Source: an optimization exercise on an open RTL-to-GDS flow (aim: small area and a short achievable clock period). Production flows keep margins and buffers that such runs may drop. At most, simulation tests tie the RTL to the original design; equivalence was not proved. Only the layout flow was run in run 3; the RTL was not checked for function there.

==> flow/design.v, too long to show whole: its modules and the start of the top module <==
// module lzc24: 16 lines
// module fadd_s1: 52 lines
// module fadd_s2: 28 lines
// module fadd: 16 lines
// module mul24: 1598 lines
// module fa1: 4 lines
// module ha1: 4 lines
// module hai: 4 lines
// module hac: 4 lines
// module bsel: 3 lines
// module fmul_pre: 22 lines
// module fmul_core: 17 lines
// module fmul_post: 18 lines
// module PE: 116 lines
module PE(
    input clk, rst, i_vld, bias_add,
    input [31:0] in0, in1, in2, in3, in4, in5, in6, in7, bias_val,
    output [31:0] out_node
);
  // ...
==> flow/run.sh <==
#!/bin/bash
# synth_recipe.tcl (not shown) runs the flow's synth.tcl, then flattens the netlist and writes it again
# the make line also repeats each setting of config.mk as NAME=value (left out here)
make -C /OpenROAD-flow-scripts/flow DESIGN_CONFIG=/design/flow/config.mk WORK_HOME=/design/flow/orfs CLKGATE_MAP_FILE= SYNTH_SCRIPT=/design/flow/synth_recipe.tcl finish
==> flow/config.mk <==
export PLATFORM = sky130hd
export DESIGN_NAME = PE
export DESIGN_NICKNAME = PE
export VERILOG_FILES = /design/flow/design.v
export SDC_FILE = /design/flow/constraint.sdc
export NUM_CORES = 4
export LEC_CHECK = 0
export CAP_MARGIN = 20
export CORE_MARGIN = 2
export CORE_UTILIZATION = 50
export SLEW_MARGIN = 20
export SYNTH_HIERARCHICAL = 1
==> flow/constraint.sdc <==
create_clock -name core_clock -period 26.5 [get_ports {clk}]
set_input_delay 5.3000 -clock core_clock [delete_from_list [all_inputs] [get_ports {clk}]]
set_output_delay 5.3000 -clock core_clock [all_outputs]
set_load 0.01 [all_outputs]
==> flow_summary.ini, run 1 <==
[final_layout]
buffer_area_share_pct = 4.278
clkCellAreaFrac_pct = 1.778
nets = 17560
largest_registers = mul.a_ma (96), mul.a_mb (96), mul.b_man (92)
layout.cells.most_common_list = nand2_1 (3284), fa_1 (1964), inv_1 (789)

[timing]
hold_ws_ps = 324.4
finalWorstSetupSlack_ps = 10990
period_minus_slack_ps = 15510

[min_path]
worst_hold_path_type = reg -> reg
hold_depth = 0
holdPathEnd = mul[2].b_cls[0]
min-delay-start = mul[2].a_cls[0]

[logic_synthesis]
synth_top_family_by_area = adder cells
seq_area_frac_synth_pct = 9.068
yosys.area.top_type = fa_1
ys_top_cells_by_count = nand2_1 (3284), fa_1 (1964), inv_1 (789)
yosysWarnings = 7

[status]
status = timing/DRC/antenna clean

[detailed_routing]
wl_um = 443500
wl_per_cell_um = 24.66
drc = 0

[worst_setup_path]
r2r_cells = 48
crit_fanout = 42

[placed_design]
dp.cells = 17850
portBuffers = 323

[die]
num_tap_cells = 3366
die_x_um = 510.1
die_y_um = 510.1
==> module lzc24, before the edit <==
module lzc24 (
    input  [23:0] x,
    output [4:0]  n
);
    wire [31:0] v = {x, 8'hFF};
    wire z16 = ~|v[31:16];
    wire [15:0] u16 = z16 ? v[15:0] : v[31:16];
    wire z8 = ~|u16[15:8];
    wire [7:0] u8 = z8 ? u16[7:0] : u16[15:8];
    wire z4 = ~|u8[7:4];
    wire [3:0] u4 = z4 ? u8[3:0] : u8[7:4];
    wire z2 = ~|u4[3:2];
    wire [1:0] u2 = z2 ? u4[1:0] : u4[3:2];
    wire z1 = ~u2[1];
    assign n = {z16, z8, z4, z2, z1};
endmodule
==> module fadd_s1, before the edit <==
module fadd_s1 (
    input  [31:0] a,
    input  [31:0] b,
    output        sub,         
    output [23:0] big,         
    output [23:0] sml,         
    output        far_sign,
    output [7:0]  base,        
    output [23:0] near_res,    
    output        near_sign,
    output        use_near,
    output [1:0]  spec,        
    output        spec_sign    
);
    wire sa = a[31], sb = b[31];
    wire [7:0] ea = a[30:23], eb = b[30:23];
    wire [22:0] fa = a[22:0], fb = b[22:0];
    wire ha = |ea, hb = |eb;
    wire [23:0] ma = {ha, fa}, mb = {hb, fb};
    wire a_max = &ea, b_max = &eb;
    wire fa_z = ~|fa, fb_z = ~|fb;
    wire nan_a = a_max & ~fa_z, nan_b = b_max & ~fb_z;
    wire inf_a = a_max & fa_z, inf_b = b_max & fb_z;
    wire zero_a = ~ha & fa_z, zero_b = ~hb & fb_z;
    wire is_nan = nan_a | nan_b | (inf_a & inf_b & (sa ^ sb));
    wire is_inf = inf_a | inf_b;
    assign spec = is_nan ? 2'd1 : is_inf ? 2'd2 : (zero_a & zero_b) ? 2'd3 : 2'd0;
    assign spec_sign = inf_a ? sa : sb;
    assign sub = sa ^ sb;
    wire [8:0] dab = {1'b0, ea} - {1'b0, eb};
    wire [7:0] dba = eb - ea;
    wire agtb = ~dab[8] & (|dab[7:0]);
    wire [7:0] d = agtb ? dab[7:0] : dba;
    assign big = agtb ? ma : mb;
    wire [23:0] smlu = agtb ? mb : ma;
    assign sml = smlu >> d;
    assign base = agtb ? ea : eb;
    assign far_sign = sub ? (agtb ? sa : sb) : sa;
    wire n_d1 = ea[0] ^ eb[0];
    wire [1:0] dl = ea[1:0] - eb[1:0];
    wire n_agtb = n_d1 & (dl == 2'd1);
    wire n_bgta = n_d1 & ~(dl == 2'd1);
    wire [23:0] na = n_bgta ? {1'b0, ma[23:1]} : ma;
    wire [23:0] nb = n_agtb ? {1'b0, mb[23:1]} : mb;
    wire [24:0] x = {1'b0, na} + {1'b0, sub ? ~nb : nb} + {24'd0, sub};
    wire [23:0] y = nb - na;
    wire a_lt_b = sub & ~x[24];
    assign near_res = a_lt_b ? y : x[23:0];
    assign near_sign = a_lt_b ? sb : sa;
    wire d_le1 = (dab == 9'h000) | (dab == 9'h001) | (dab == 9'h1FF);
    assign use_near = (sub & d_le1) | (~ha & ~hb);
endmodule
==> module fadd_s2, before the edit <==
module fadd_s2 (
    input         sub,
    input  [23:0] big,
    input  [23:0] sml,
    input         far_sign,
    input  [7:0]  base,
    input  [23:0] near_res,
    input         near_sign,
    input         use_near,
    input  [1:0]  spec,
    input         spec_sign,
    output [31:0] res
);
    wire [24:0] fs = {1'b0, big} + {1'b0, sub ? ~sml : sml} + {24'd0, sub};
    wire [24:0] fsum = sub ? {1'b0, fs[23:0]} : fs;
    wire [22:0] f_man = fsum[24] ? fsum[23:1] : fsum[23] ? fsum[22:0] : {fsum[21:0], 1'b0};
    wire [7:0]  f_exp = fsum[24] ? base + 8'd1 : fsum[23] ? base : base - 8'd1;
    wire [4:0] lz;
    lzc24 u_lzc (.x(near_res), .n(lz));
    wire [23:0] n_sh = near_res << lz;
    wire n_zero = ~|near_res;
    wire [22:0] n_man = n_sh[22:0];
    wire [7:0]  n_exp = n_zero ? 8'd0 : base - {3'd0, lz};
    wire [31:0] r = use_near ? {near_sign, n_exp, n_man} : {far_sign, f_exp, f_man};
    assign res = spec == 2'd1 ? 32'h7FC00000 :
                 spec == 2'd2 ? {spec_sign, 8'hFF, 23'd0} :
                 spec == 2'd3 ? 32'd0 : r;
endmodule
==> module fadd, before the edit <==
module fadd (
    input  [31:0] a,
    input  [31:0] b,
    output [31:0] res
);
    wire sub, far_sign, near_sign, use_near, spec_sign;
    wire [23:0] big, sml, near_res;
    wire [7:0] base;
    wire [1:0] spec;
    fadd_s1 s1 (.a(a), .b(b), .sub(sub), .big(big), .sml(sml), .far_sign(far_sign),
                .base(base), .near_res(near_res), .near_sign(near_sign),
                .use_near(use_near), .spec(spec), .spec_sign(spec_sign));
    fadd_s2 s2 (.sub(sub), .big(big), .sml(sml), .far_sign(far_sign), .base(base),
                .near_res(near_res), .near_sign(near_sign), .use_near(use_near),
                .spec(spec), .spec_sign(spec_sign), .res(res));
endmodule
==> module PE, before the edit <==
module PE(
    input clk, rst, i_vld, bias_add,
    input [31:0] in0, in1, in2, in3, in4, in5, in6, in7, bias_val,
    output [31:0] out_node
);
    reg v1, v2, v3, acc_vld;
    always @(posedge clk or posedge rst) begin
        if (rst) begin
            v1 <= 1'b0;
            v2 <= 1'b0;
            v3 <= 1'b0;
            acc_vld <= 1'b0;
        end else begin
            v1 <= i_vld;
            v2 <= v1;
            v3 <= v2;
            acc_vld <= bias_add | v3;
        end
    end
    wire [31:0] opa [0:3];
    wire [31:0] opb [0:3];
    assign opa[0] = in0; assign opb[0] = in1;
    assign opa[1] = in2; assign opb[1] = in3;
    assign opa[2] = in4; assign opb[2] = in5;
    assign opa[3] = in6; assign opb[3] = in7;
    wire [31:0] prod [0:3];
    genvar k;
    generate
        for (k = 0; k < 4; k = k + 1) begin : mul
            wire        sign_w;
            wire [9:0]  esum_w;
            wire [1:0]  cls_w;
            wire [23:0] ma_w, mb_w;
            fmul_pre u_pre (.a(opa[k]), .b(opb[k]), .sign(sign_w), .esum(esum_w),
                            .cls(cls_w), .ma(ma_w), .mb(mb_w));
            reg        a_sign;
            reg [9:0]  a_esum;
            reg [1:0]  a_cls;
            reg [23:0] a_ma, a_mb;
            always @(posedge clk) begin
                a_sign <= sign_w;
                a_esum <= esum_w;
                a_cls  <= cls_w;
                a_ma   <= ma_w;
                a_mb   <= mb_w;
            end
            wire [9:0]  enorm_w;
            wire [22:0] man_w;
            wire        rnd_w;
            fmul_core u_core (.esum(a_esum), .ma(a_ma), .mb(a_mb),
                              .enorm(enorm_w), .man_norm(man_w), .rnd(rnd_w));
            reg        b_sign;
            reg [1:0]  b_cls;
            reg [9:0]  b_enorm;
            reg [22:0] b_man;
            reg        b_rnd;
            always @(posedge clk) begin
                b_sign  <= a_sign;
                b_cls   <= a_cls;
                b_enorm <= enorm_w;
                b_man   <= man_w;
                b_rnd   <= rnd_w;
            end
            fmul_post u_post (.sign(b_sign), .cls(b_cls), .enorm(b_enorm),
                              .man_norm(b_man), .rnd(b_rnd), .res(prod[k]));
        end
    endgenerate
    wire [31:0] s01_w, s23_w;
    reg  [31:0] s01, s23;
    fadd add0 (.a(prod[0]), .b(prod[1]), .res(s01_w));
    fadd add1 (.a(prod[2]), .b(prod[3]), .res(s23_w));
    always @(posedge clk) begin
        s01 <= s01_w;
        s23 <= s23_w;
    end
    wire [31:0] tree;
    fadd add2 (.a(s01), .b(s23), .res(tree));
    reg  [31:0] acc_r;                       
    wire [31:0] acc_x = bias_add ? bias_val : tree;
    wire        h_sub, h_far_sign, h_near_sign, h_use_near, h_spec_sign;
    wire [23:0] h_big, h_sml, h_near_res;
    wire [7:0]  h_base;
    wire [1:0]  h_spec;
    fadd_s1 acc_s1 (.a(acc_r), .b(acc_x), .sub(h_sub), .big(h_big), .sml(h_sml),
                    .far_sign(h_far_sign), .base(h_base), .near_res(h_near_res),
                    .near_sign(h_near_sign), .use_near(h_use_near), .spec(h_spec),
                    .spec_sign(h_spec_sign));
    reg         q_sub, q_far_sign, q_near_sign, q_use_near, q_spec_sign;
    reg  [23:0] q_big, q_sml, q_near_res;
    reg  [7:0]  q_base;
    reg  [1:0]  q_spec;
    always @(posedge clk) begin
        q_sub       <= h_sub;
        q_big       <= h_big;
        q_sml       <= h_sml;
        q_far_sign  <= h_far_sign;
        q_base      <= h_base;
        q_near_res  <= h_near_res;
        q_near_sign <= h_near_sign;
        q_use_near  <= h_use_near;
        q_spec      <= h_spec;
        q_spec_sign <= h_spec_sign;
    end
    wire [31:0] acc_sum;
    fadd_s2 acc_s2 (.sub(q_sub), .big(q_big), .sml(q_sml), .far_sign(q_far_sign),
                    .base(q_base), .near_res(q_near_res), .near_sign(q_near_sign),
                    .use_near(q_use_near), .spec(q_spec), .spec_sign(q_spec_sign),
                    .res(acc_sum));
    assign out_node = acc_vld ? acc_sum : 32'd0;
    always @(posedge clk) begin
        if (rst)
            acc_r <= 32'd0;
        else
            acc_r <= out_node;
    end
endmodule
==> run 2: changes to the inputs <==
--- a/flow/design.v
+++ b/flow/design.v
@@ -1 +1,11 @@
+module lzc8 (
+    input  [7:0] x,
+    output [3:0] n       
+);
+    wire z_hi = ~|x[7:4];
+    wire [3:0] q = z_hi ? x[3:0] : x[7:4];
+    wire z2 = ~|q[3:2];
+    wire [1:0] r = z2 ? q[1:0] : q[3:2];
+    assign n = (~|x) ? 4'd8 : {1'b0, z_hi, z2, ~r[1]};
+endmodule
 module lzc24 (
@@ -4,27 +14,26 @@
 );
-    wire [31:0] v = {x, 8'hFF};
-    wire z16 = ~|v[31:16];
-    wire [15:0] u16 = z16 ? v[15:0] : v[31:16];
-    wire z8 = ~|u16[15:8];
-    wire [7:0] u8 = z8 ? u16[7:0] : u16[15:8];
-    wire z4 = ~|u8[7:4];
-    wire [3:0] u4 = z4 ? u8[3:0] : u8[7:4];
-    wire z2 = ~|u4[3:2];
-    wire [1:0] u2 = z2 ? u4[1:0] : u4[3:2];
-    wire z1 = ~u2[1];
-    assign n = {z16, z8, z4, z2, z1};
+    wire [3:0] n2, n1, n0;
+    lzc8 u2 (.x(x[23:16]), .n(n2));
+    lzc8 u1 (.x(x[15:8]),  .n(n1));
+    lzc8 u0 (.x(x[7:0]),   .n(n0));
+    wire z2 = n2[3], z1 = n1[3];
+    assign n = ~z2 ? {2'b00, n2[2:0]} :
+               ~z1 ? {2'b01, n1[2:0]} :
+                     ({1'b1, n0} );
 endmodule
-module fadd_s1 (
+module lshift24 (
+    input  [23:0] x,
+    input  [4:0]  n,
+    output [23:0] y
+);
+    wire [23:0] s4 = n[4] ? {x[7:0], 16'd0} : x;
+    wire [23:0] s3 = n[3] ? {s4[15:0], 8'd0} : s4;
+    wire [23:0] s2 = n[2] ? {s3[19:0], 4'd0} : s3;
+    wire [23:0] s1 = n[1] ? {s2[21:0], 2'd0} : s2;
+    assign y = n[0] ? {s1[22:0], 1'b0} : s1;
+endmodule
+module fadd_ctl (
     input  [31:0] a,
     input  [31:0] b,
-    output        sub,         
-    output [23:0] big,         
-    output [23:0] sml,         
-    output        far_sign,
-    output [7:0]  base,        
-    output [23:0] near_res,    
-    output        near_sign,
-    output        use_near,
-    output [1:0]  spec,        
-    output        spec_sign    
+    output [30:0] ctl
 );
@@ -34,3 +43,2 @@
     wire ha = |ea, hb = |eb;
-    wire [23:0] ma = {ha, fa}, mb = {hb, fb};
     wire a_max = &ea, b_max = &eb;
@@ -42,5 +50,4 @@
     wire is_inf = inf_a | inf_b;
-    assign spec = is_nan ? 2'd1 : is_inf ? 2'd2 : (zero_a & zero_b) ? 2'd3 : 2'd0;
-    assign spec_sign = inf_a ? sa : sb;
-    assign sub = sa ^ sb;
+    wire [1:0] spec = is_nan ? 2'd1 : is_inf ? 2'd2 : (zero_a & zero_b) ? 2'd3 : 2'd0;
+    wire spec_sign = inf_a ? sa : sb;
     wire [8:0] dab = {1'b0, ea} - {1'b0, eb};
@@ -48,12 +55,43 @@
     wire agtb = ~dab[8] & (|dab[7:0]);
-    wire [7:0] d = agtb ? dab[7:0] : dba;
+    wire [7:0] base = agtb ? ea : eb;
+    wire n_d1 = ea[0] ^ eb[0];
+    wire n_agtb = n_d1 & (ea[1] ^ eb[1] ^ ea[0]);
+    wire n_bgta = n_d1 & ~(ea[1] ^ eb[1] ^ ea[0]);
+    wire d_le1 = (dab == 9'h000) | (dab == 9'h001) | (dab == 9'h1FF);
+    wire use_near = ((sa ^ sb) & d_le1) | (~ha & ~hb);
+    assign ctl = {spec_sign, spec, use_near, n_bgta, n_agtb, base, agtb, dba, dab[7:0]};
+endmodule
+module fadd_s1 (
+    input  [31:0] a,
+    input  [31:0] b,
+    input  [30:0] ctl,
+    output        sub,         
+    output [23:0] big,         
+    output [23:0] sml,         
+    output        far_sign,
+    output [7:0]  base,        
+    output [23:0] near_res,    
+    output        near_sign,
+    output        use_near,
+    output [1:0]  spec,        
+    output        spec_sign    
+);
+    wire [7:0] dab = ctl[7:0];
+    wire [7:0] dba = ctl[15:8];
+    wire agtb = ctl[16];
+    assign base = ctl[24:17];
+    wire n_agtb = ctl[25];
+    wire n_bgta = ctl[26];
+    assign use_near = ctl[27];
+    assign spec = ctl[29:28];
+    assign spec_sign = ctl[30];
+    wire sa = a[31], sb = b[31];
+    wire [23:0] ma = {|a[30:23], a[22:0]};
+    wire [23:0] mb = {|b[30:23], b[22:0]};
+    assign sub = sa ^ sb;
+    wire [23:0] shb = mb >> dab;
+    wire [23:0] sha = ma >> dba;
     assign big = agtb ? ma : mb;
-    wire [23:0] smlu = agtb ? mb : ma;
-    assign sml = smlu >> d;
-    assign base = agtb ? ea : eb;
+    assign sml = agtb ? shb : sha;
     assign far_sign = sub ? (agtb ? sa : sb) : sa;
-    wire n_d1 = ea[0] ^ eb[0];
-    wire [1:0] dl = ea[1:0] - eb[1:0];
-    wire n_agtb = n_d1 & (dl == 2'd1);
-    wire n_bgta = n_d1 & ~(dl == 2'd1);
     wire [23:0] na = n_bgta ? {1'b0, ma[23:1]} : ma;
@@ -65,4 +103,2 @@
     assign near_sign = a_lt_b ? sb : sa;
-    wire d_le1 = (dab == 9'h000) | (dab == 9'h001) | (dab == 9'h1FF);
-    assign use_near = (sub & d_le1) | (~ha & ~hb);
 endmodule
@@ -87,3 +123,4 @@
     lzc24 u_lzc (.x(near_res), .n(lz));
-    wire [23:0] n_sh = near_res << lz;
+    wire [23:0] n_sh;
+    lshift24 u_sh (.x(near_res), .n(lz), .y(n_sh));
     wire n_zero = ~|near_res;
@@ -105,3 +142,22 @@
     wire [1:0] spec;
-    fadd_s1 s1 (.a(a), .b(b), .sub(sub), .big(big), .sml(sml), .far_sign(far_sign),
+    wire [30:0] ctl;
+    fadd_ctl c0 (.a(a), .b(b), .ctl(ctl));
+    fadd_s1 s1 (.a(a), .b(b), .ctl(ctl), .sub(sub), .big(big), .sml(sml), .far_sign(far_sign),
+                .base(base), .near_res(near_res), .near_sign(near_sign),
+                .use_near(use_near), .spec(spec), .spec_sign(spec_sign));
+    fadd_s2 s2 (.sub(sub), .big(big), .sml(sml), .far_sign(far_sign), .base(base),
+                .near_res(near_res), .near_sign(near_sign), .use_near(use_near),
+                .spec(spec), .spec_sign(spec_sign), .res(res));
+endmodule
+module fadd_pc (
+    input  [31:0] a,
+    input  [31:0] b,
+    input  [30:0] ctl,
+    output [31:0] res
+);
+    wire sub, far_sign, near_sign, use_near, spec_sign;
+    wire [23:0] big, sml, near_res;
+    wire [7:0] base;
+    wire [1:0] spec;
+    fadd_s1 s1 (.a(a), .b(b), .ctl(ctl), .sub(sub), .big(big), .sml(sml), .far_sign(far_sign),
                 .base(base), .near_res(near_res), .near_sign(near_sign),
@@ -1838,28 +1894,27 @@
                               .enorm(enorm_w), .man_norm(man_w), .rnd(rnd_w));
-            reg        b_sign;
-            reg [1:0]  b_cls;
-            reg [9:0]  b_enorm;
-            reg [22:0] b_man;
-            reg        b_rnd;
-            always @(posedge clk) begin
-                b_sign  <= a_sign;
-                b_cls   <= a_cls;
-                b_enorm <= enorm_w;
-                b_man   <= man_w;
-                b_rnd   <= rnd_w;
-            end
-            fmul_post u_post (.sign(b_sign), .cls(b_cls), .enorm(b_enorm),
-                              .man_norm(b_man), .rnd(b_rnd), .res(prod[k]));
+            fmul_post u_post (.sign(a_sign), .cls(a_cls), .enorm(enorm_w),
+                              .man_norm(man_w), .rnd(rnd_w), .res(prod[k]));
         end
     endgenerate
+    reg [31:0] p0, p1, p2, p3;
+    always @(posedge clk) begin
+        p0 <= prod[0];
+        p1 <= prod[1];
+        p2 <= prod[2];
+        p3 <= prod[3];
+    end
     wire [31:0] s01_w, s23_w;
     reg  [31:0] s01, s23;
-    fadd add0 (.a(prod[0]), .b(prod[1]), .res(s01_w));
-    fadd add1 (.a(prod[2]), .b(prod[3]), .res(s23_w));
+    fadd add0 (.a(p0), .b(p1), .res(s01_w));
+    fadd add1 (.a(p2), .b(p3), .res(s23_w));
+    wire [30:0] ctl2_w;
+    reg  [30:0] ctl2;
+    fadd_ctl add2_ctl (.a(s01_w), .b(s23_w), .ctl(ctl2_w));
     always @(posedge clk) begin
-        s01 <= s01_w;
-        s23 <= s23_w;
+        s01  <= s01_w;
+        s23  <= s23_w;
+        ctl2 <= ctl2_w;
     end
     wire [31:0] tree;
-    fadd add2 (.a(s01), .b(s23), .res(tree));
+    fadd_pc add2 (.a(s01), .b(s23), .ctl(ctl2), .res(tree));
     reg  [31:0] acc_r;                       
@@ -1870,3 +1925,5 @@
     wire [1:0]  h_spec;
-    fadd_s1 acc_s1 (.a(acc_r), .b(acc_x), .sub(h_sub), .big(h_big), .sml(h_sml),
+    wire [30:0] h_ctl;
+    fadd_ctl acc_ctl (.a(acc_r), .b(acc_x), .ctl(h_ctl));
+    fadd_s1 acc_s1 (.a(acc_r), .b(acc_x), .ctl(h_ctl), .sub(h_sub), .big(h_big), .sml(h_sml),
                     .far_sign(h_far_sign), .base(h_base), .near_res(h_near_res),
==> run 2 against run 1 <==
Effect of this change: sequential cell count increased by 11; largest cell class unchanged; highest routed layer unchanged; still clean on timing, DRC and antenna; hold slack better by 32 ps; setup slack better by 4200 ps; critical path type unchanged; core utilization down 0.26 points.
==> flow_summary.ini, run 2 <==
[status]
status = timing/DRC/antenna clean

[die]
boundaryPins = 324
die_y_um = 520.5
placement_rows = 189
die_x_um = 520.5
die-area_um2 = 271000
coreArea_um2 = 265300
start_util_pct = 50.28

[clock_network]
postCtsResizedCells = 0
htree_levels = 3
clockBufferDepth = 4
numCtsBuffers = 82
clock-sinks = 590
cts_setup_buffers = 0
cts_root_buffer = clkbuf_16
clk_pin_slew_worst_paths_ps = 60
ctsHoldBuffers = 0
clkLatencyLatePin_ps = 830
cts_tree = yes

[logic_synthesis]
synthCells = 15380
syn_avg_cell_area_um2 = 8.675
yosysWarnings = 7
synth_fp_nets = 18350
netlist_area_um2 = 133400

[placed_design]
dp_hpwl_um = 329900
gp_congestion = 0.9891
portBuffers = 323
dpl-instance-area_um2 = 137800

[worst_setup_path]
setup.worst_path.class = reg -> reg
cpPeakStageDelay_ps = 730
critPathLaunchType = flip-flop
required_ps = 27220
crit_buf_inv = 7
critPathCaptureType = flip-flop
slowest_stage = dfxtp_2
cp_data_arrival_time_ps = 12060
cpLargestDelayFamily = adder cells
crit_fanout = 33

[detailed_routing]
drt-initial-drc-count = 9427
wl_um = 433200
wl_per_cell_um = 23.33
first_pass_iters = 8
via_per_inst = 6.130
vias = 113800
drtAntennaViolNets = 0
drc = 0

[final_layout]
fin_area_um2 = 140600
nets = 17940
area_growth_pct = 5.374
drive_gt1_share_pct = 8.963
largest_registers = mul.a_ma (96), mul.a_mb (96), mul.a_esum (40)
layout_commonest_cell = nand2_1
layout.cells.most_common_list = nand2_1 (3048), fa_1 (1964), inv_1 (794)

[timing]
hold_violations = 0
max_slew_margin_pct = 22.89
setup_violations = 0
rsz0062_at_grt = no
max_freq_mhz = 88.20
period_minus_slack_ps = 11340
worstMarginPinSlew_ps = 1155
fin_crit_sh_pct = 42.78
slew_violations = 0
skew_ps = 76.13
finalSetupTns_ps = 0

[grt]
grt_max_degree = 67
grt_antenna_before_repair = 9
grt_pass1_vias = 115800
grt_usage_pct = 31.74
grt_pass1_wl_um = 679600
gr-total-overflow = 0

[flow_run]
maxCapViolCount = 0

[min_path]
worst_hold_path_type = reg -> reg
[run 2: routing by layer]
| layer | global-route usage, % | part of all wire (%) | wire length, um |
|---|---|---|---|
| met5 | 0 | 0.0055 | 24 |
| met4 | 11.17 | 3.9 | 16870 |
| met3 | 5.656 | 8.3 | 35980 |
| met2 | 50.52 | 45 | 195500 |
| met1 | 43.37 | 43 | 184800 |
[run 2: final timing paths]
kind / slack, ps / endpoint / start / cells past startpoint
max: 15160 / q_near_res[1] / ctl2[25] / 40
min: 360 / v3 / v2 / 0
max reg2reg: 15160 / q_near_res[1] / ctl2[25] / 40
min reg2reg: 360 / v3 / v2 / 0
max in group asynchronous: 21710 / v2 / rst / 2
min in group asynchronous: 4630 / v1 / rst / 2
[run 2: cell type report]
type,count,area (um^2)
Clock inverter,46,471.7
Timing Repair Buffer,612,5396
Tap cell,3533,4420
Antenna cell,5,12.51
Clock buffer,99,2237
Fill cell,25240,124800
Inverter,829,3132
Sequential cell,590,11860
Multi-Input combinational cell,12850,113000
[run 2: metrics by stage]
| stage | cells | hold slack, ps | util (%) | worst slack (ps) |
|---|---|---|---|---|
| floorplan | 15380 | 331.2 | - | 16450 |
| global placement | 18420 | 339.7 | 51.94 | 14860 |
| detailed placement | 18420 | 342.7 | 51.94 | 14910 |
| CTS | 18560 | 360.4 | 52.96 | 14880 |
| global route | 18560 | 371.0 | 52.98 | 14480 |
| finish | 18570 | 356.1 | 52.98 | 15160 |
[run 2: worst reg2reg max path, delay by kind of cell (launching register included)]
family	cells	cell delay, ps
AOI/OAI and AO/OA	13	2250
xor gates and xnor gates	1	380
adders and majority gates	7	2360
buffers and inverters	7	1600
DFF	1	730
muxes	7	2370
and+or+nand+nor	5	1550
==> run 3: changes to the inputs <==
--- a/flow/design.v
+++ b/flow/design.v
@@ -168,2 +168,44 @@
 endmodule
+module fadd_lean (
+    input  [31:0] a,
+    input  [31:0] b,
+    output [31:0] res
+);
+    wire sa = a[31], sb = b[31];
+    wire [7:0] ea = a[30:23], eb = b[30:23];
+    wire [22:0] fa = a[22:0], fb = b[22:0];
+    wire ha = |ea, hb = |eb;
+    wire [23:0] ma = {ha, fa}, mb = {hb, fb};
+    wire a_max = &ea, b_max = &eb;
+    wire fa_z = ~|fa, fb_z = ~|fb;
+    wire nan_a = a_max & ~fa_z, nan_b = b_max & ~fb_z;
+    wire inf_a = a_max & fa_z, inf_b = b_max & fb_z;
+    wire zero_a = ~ha & fa_z, zero_b = ~hb & fb_z;
+    wire is_nan = nan_a | nan_b | (inf_a & inf_b & (sa ^ sb));
+    wire is_inf = inf_a | inf_b;
+    wire sub = sa ^ sb;
+    wire [8:0] dab = {1'b0, ea} - {1'b0, eb};
+    wire [7:0] dba = eb - ea;
+    wire agtb = ~dab[8] & (|dab[7:0]);
+    wire aeqb = ~|dab;
+    wire a_big = agtb | (aeqb & (ma >= mb));
+    wire [7:0] d = agtb ? dab[7:0] : dba;
+    wire [23:0] big = a_big ? ma : mb;
+    wire [23:0] smlu = a_big ? mb : ma;
+    wire [23:0] sml = smlu >> d;
+    wire [7:0] base = agtb ? ea : eb;
+    wire sign = (sub & ~a_big) ? sb : sa;
+    wire [24:0] sum = {1'b0, big} + {1'b0, sub ? ~sml : sml} + {24'd0, sub};
+    wire [24:0] s = sub ? {1'b0, sum[23:0]} : sum;
+    wire [4:0] lz;
+    lzc24 u_lzc (.x(s[23:0]), .n(lz));
+    wire [23:0] sh;
+    lshift24 u_sh (.x(s[23:0]), .n(lz), .y(sh));
+    wire zero = ~|s;
+    wire [22:0] man = s[24] ? s[23:1] : sh[22:0];
+    wire [7:0] exp = zero ? 8'd0 : s[24] ? base + 8'd1 : base - {3'd0, lz};
+    assign res = is_nan ? 32'h7FC00000 :
+                 is_inf ? {inf_a ? sa : sb, 8'hFF, 23'd0} :
+                 (zero_a & zero_b) ? 32'd0 : {sign, exp, man};
+endmodule
 module mul24 (
--- a/flow/config.mk
+++ b/flow/config.mk
@@ -9,3 +9,3 @@
 export CORE_MARGIN = 2
-export CORE_UTILIZATION = 50
+export CORE_UTILIZATION = 70
 export SLEW_MARGIN = 20
==> run 3 against run 2 <==
Effect of this change: still clean; hold slack got worse by 5.7 ps; core utilization rose by 20 points; via count rose by 10%; setup slack got worse by 740 ps; maximum frequency fell by 6.1%; wire length rose by 11%; synthesized cell count did not move; final cell count fell by 5.7%; first-iteration DRC count rose by 88%; critical path type unchanged.
==> flow_summary.ini, run 3 <==
[worst_setup_path]
cp_data_arrival_time_ps = 12670
crit_fanout = 26
r2r_cells = 30
critPathLaunchType = flip-flop
setup.worst_path.start = mul[2].a_mb[6]
slowest_stage = dfxtp_1
r2r_slack_ps = 14430
cp_common_cell = fa_1
r2r-start = mul[2].a_mb[6]
reg2reg_to = p2[7]
critPathCaptureType = flip-flop
cpLargestDelayFamily = adder cells
setup.worst_path.class = reg -> reg
cpPeakStageDelay_ps = 1130
required_ps = 27100
crit_buf_inv = 1

[timing]
finalSetupTns_ps = 0
skew_ps = 39.25
setup_violations = 0
slew_violations = 0
max_slew_margin_pct = 13.14
worstMarginPinSlew_ps = 1301
hold_ws_ps = 350.4
max_freq_mhz = 82.83
period_minus_slack_ps = 12070
rsz0062_at_grt = no
fin_crit_sh_pct = 45.56
hold_violations = 0

[placed_design]
gp_congestion = 1.055
portBuffers = 323
dp.cells = 17360
dp_hpwl_um = 354000

[clock_network]
cts_root_buffer = clkbuf_16
clkLatencyLatePin_ps = 750
clk_pin_slew_worst_paths_ps = 60
clock-sinks = 590
clockBufferDepth = 3
htree_levels = 3
postCtsResizedCells = 0
cts_setup_buffers = 0
ctsHoldBuffers = 0
numCtsBuffers = 72
cts_tree = yes

[detailed_routing]
wl_um = 478700
via_per_inst = 7.153
drt-initial-drc-count = 17680
wl_per_cell_um = 27.34
drtAntennaViolNets = 0
vias = 125300
first_pass_iters = 17
drc = 0

[die]
coreArea_um2 = 189800
die_x_um = 440.5
placement_rows = 160
boundaryPins = 324
start_util_pct = 70.29
die_y_um = 440.5
die-area_um2 = 194100

[final_layout]
area_growth_pct = 4.152
fin_cells = 17510
layout.cells.most_common_list = nand2_1 (3048), fa_1 (1964), inv_1 (793)
drive_gt1_share_pct = 8.704
largest_registers = mul.a_ma (96), mul.a_mb (96), mul.a_esum (40)
layout_commonest_cell = nand2_1
utilization_pct = 73.21
nets = 17900
fill_cells = 13160

[flow_run]
maxCapViolCount = 0

[logic_synthesis]
synthCells = 15380
synth_fp_nets = 18350
yosysWarnings = 7
netlist_area_um2 = 133400
syn_avg_cell_area_um2 = 8.675

[status]
status = timing/DRC/antenna clean

[grt]
grt_pass1_wl_um = 733300
grt_usage_pct = 48.55
grt_max_degree = 67
gr-total-overflow = 0
grt_pass1_vias = 129800
grt_antenna_before_repair = 23

[min_path]
hold_depth = 0
min-delay-start = v2
holdPathEnd = v3
worst_hold_path_type = reg -> reg
==> run 3: through the flow <==
step / area [um^2] / setup WS [ps]
global route: 138900 / 13780
detailed placement: 136300 / 14790
finish: 138900 / 14430
CTS: 138900 / 14760
global placement: 136200 / 15100
floorplan: 133400 / 16450
==> run 3: routing by layer <==
| metal | wire (um) | GRT usage, % | vias to the layer above |
|---|---|---|---|
| li1 | - | - | 51550 |
| met1 | 166000 | 59.20 | 59020 |
| met2 | 201000 | 71.52 | 10910 |
| met3 | 70130 | 18.58 | 3761 |
| met4 | 41560 | 32.26 | 8 |
| met5 | 86 | 0.3474 | - |
==> run 3: how the worst max path moves through the flow <==
stage | to | cells past startpoint
6_report | p2[7] | 30
5_1_grt | ctl2[23] | 44
4_1_cts | q_near_res[14] | 41
3_5_place_dp | q_near_res[14] | 41
3_3_place_gp | q_near_res[17] | 41
2_1_floorplan | q_near_res[1] | 44
==> run 3: worst register-to-register path: cells and delay by family, from the launching register on <==
kind            cells  cell delay [ps]
compound gates     11             3160
flops               1             1130
mux                 1              300
simple gates        7             2460
fa+ha+maj          10             4610
buf+inv             1              260
==> run 3: area by class of cell <==
cell class                 count  area, um^2  area share (%)
multi-input combinational  12850      113000           81.34
inverter                     829        3132           2.254
sequential                   590       11870           8.543
clock inverter                40       563.0          0.4052
clock buffer                  91        2027           1.459
antenna                       17       42.54         0.03062
timing repair buffer         579        5145           3.703
tap                         2511        3142           2.261

==> port drivers added, routing unchanged <==
In the flow no input, the clock included, has a driving cell. The finished layouts below were timed again as built, in two steps.
Step 1, drivers: a clkbuf_16 drives clk and a buf_2 each remaining input, both assumed.
Step 2 adds t to the input delays and takes it off the output delays; t is the mean of the earliest and latest rising clock arrival at the registers after step 1. Input paths then give back, and output paths get back, about the clock's delay inside the block.
Slacks: ideal / step 1 / step 2; pairs: ideal / step 1.
| run | t (ns) | setup WS [ns] | worst hold slack (ns) | worst register clock-pin slew, ns |
|---|---|---|---|---|
| run 1 | 0.795 | 10.994 / 10.994 / 10.994 | 0.324 / 0.324 / 0.324 | 0.08 / 0.08 |
| run 2 | 0.900 | 15.162 / 15.110 / 15.162 | 0.356 / 0.356 / 0.356 | 0.07 / 0.07 |
| run 3 | 0.851 | 14.427 / 14.427 / 14.427 | 0.350 / 0.350 / 0.350 | 0.09 / 0.09 |
After both steps setup and hold are still met in every run listed.
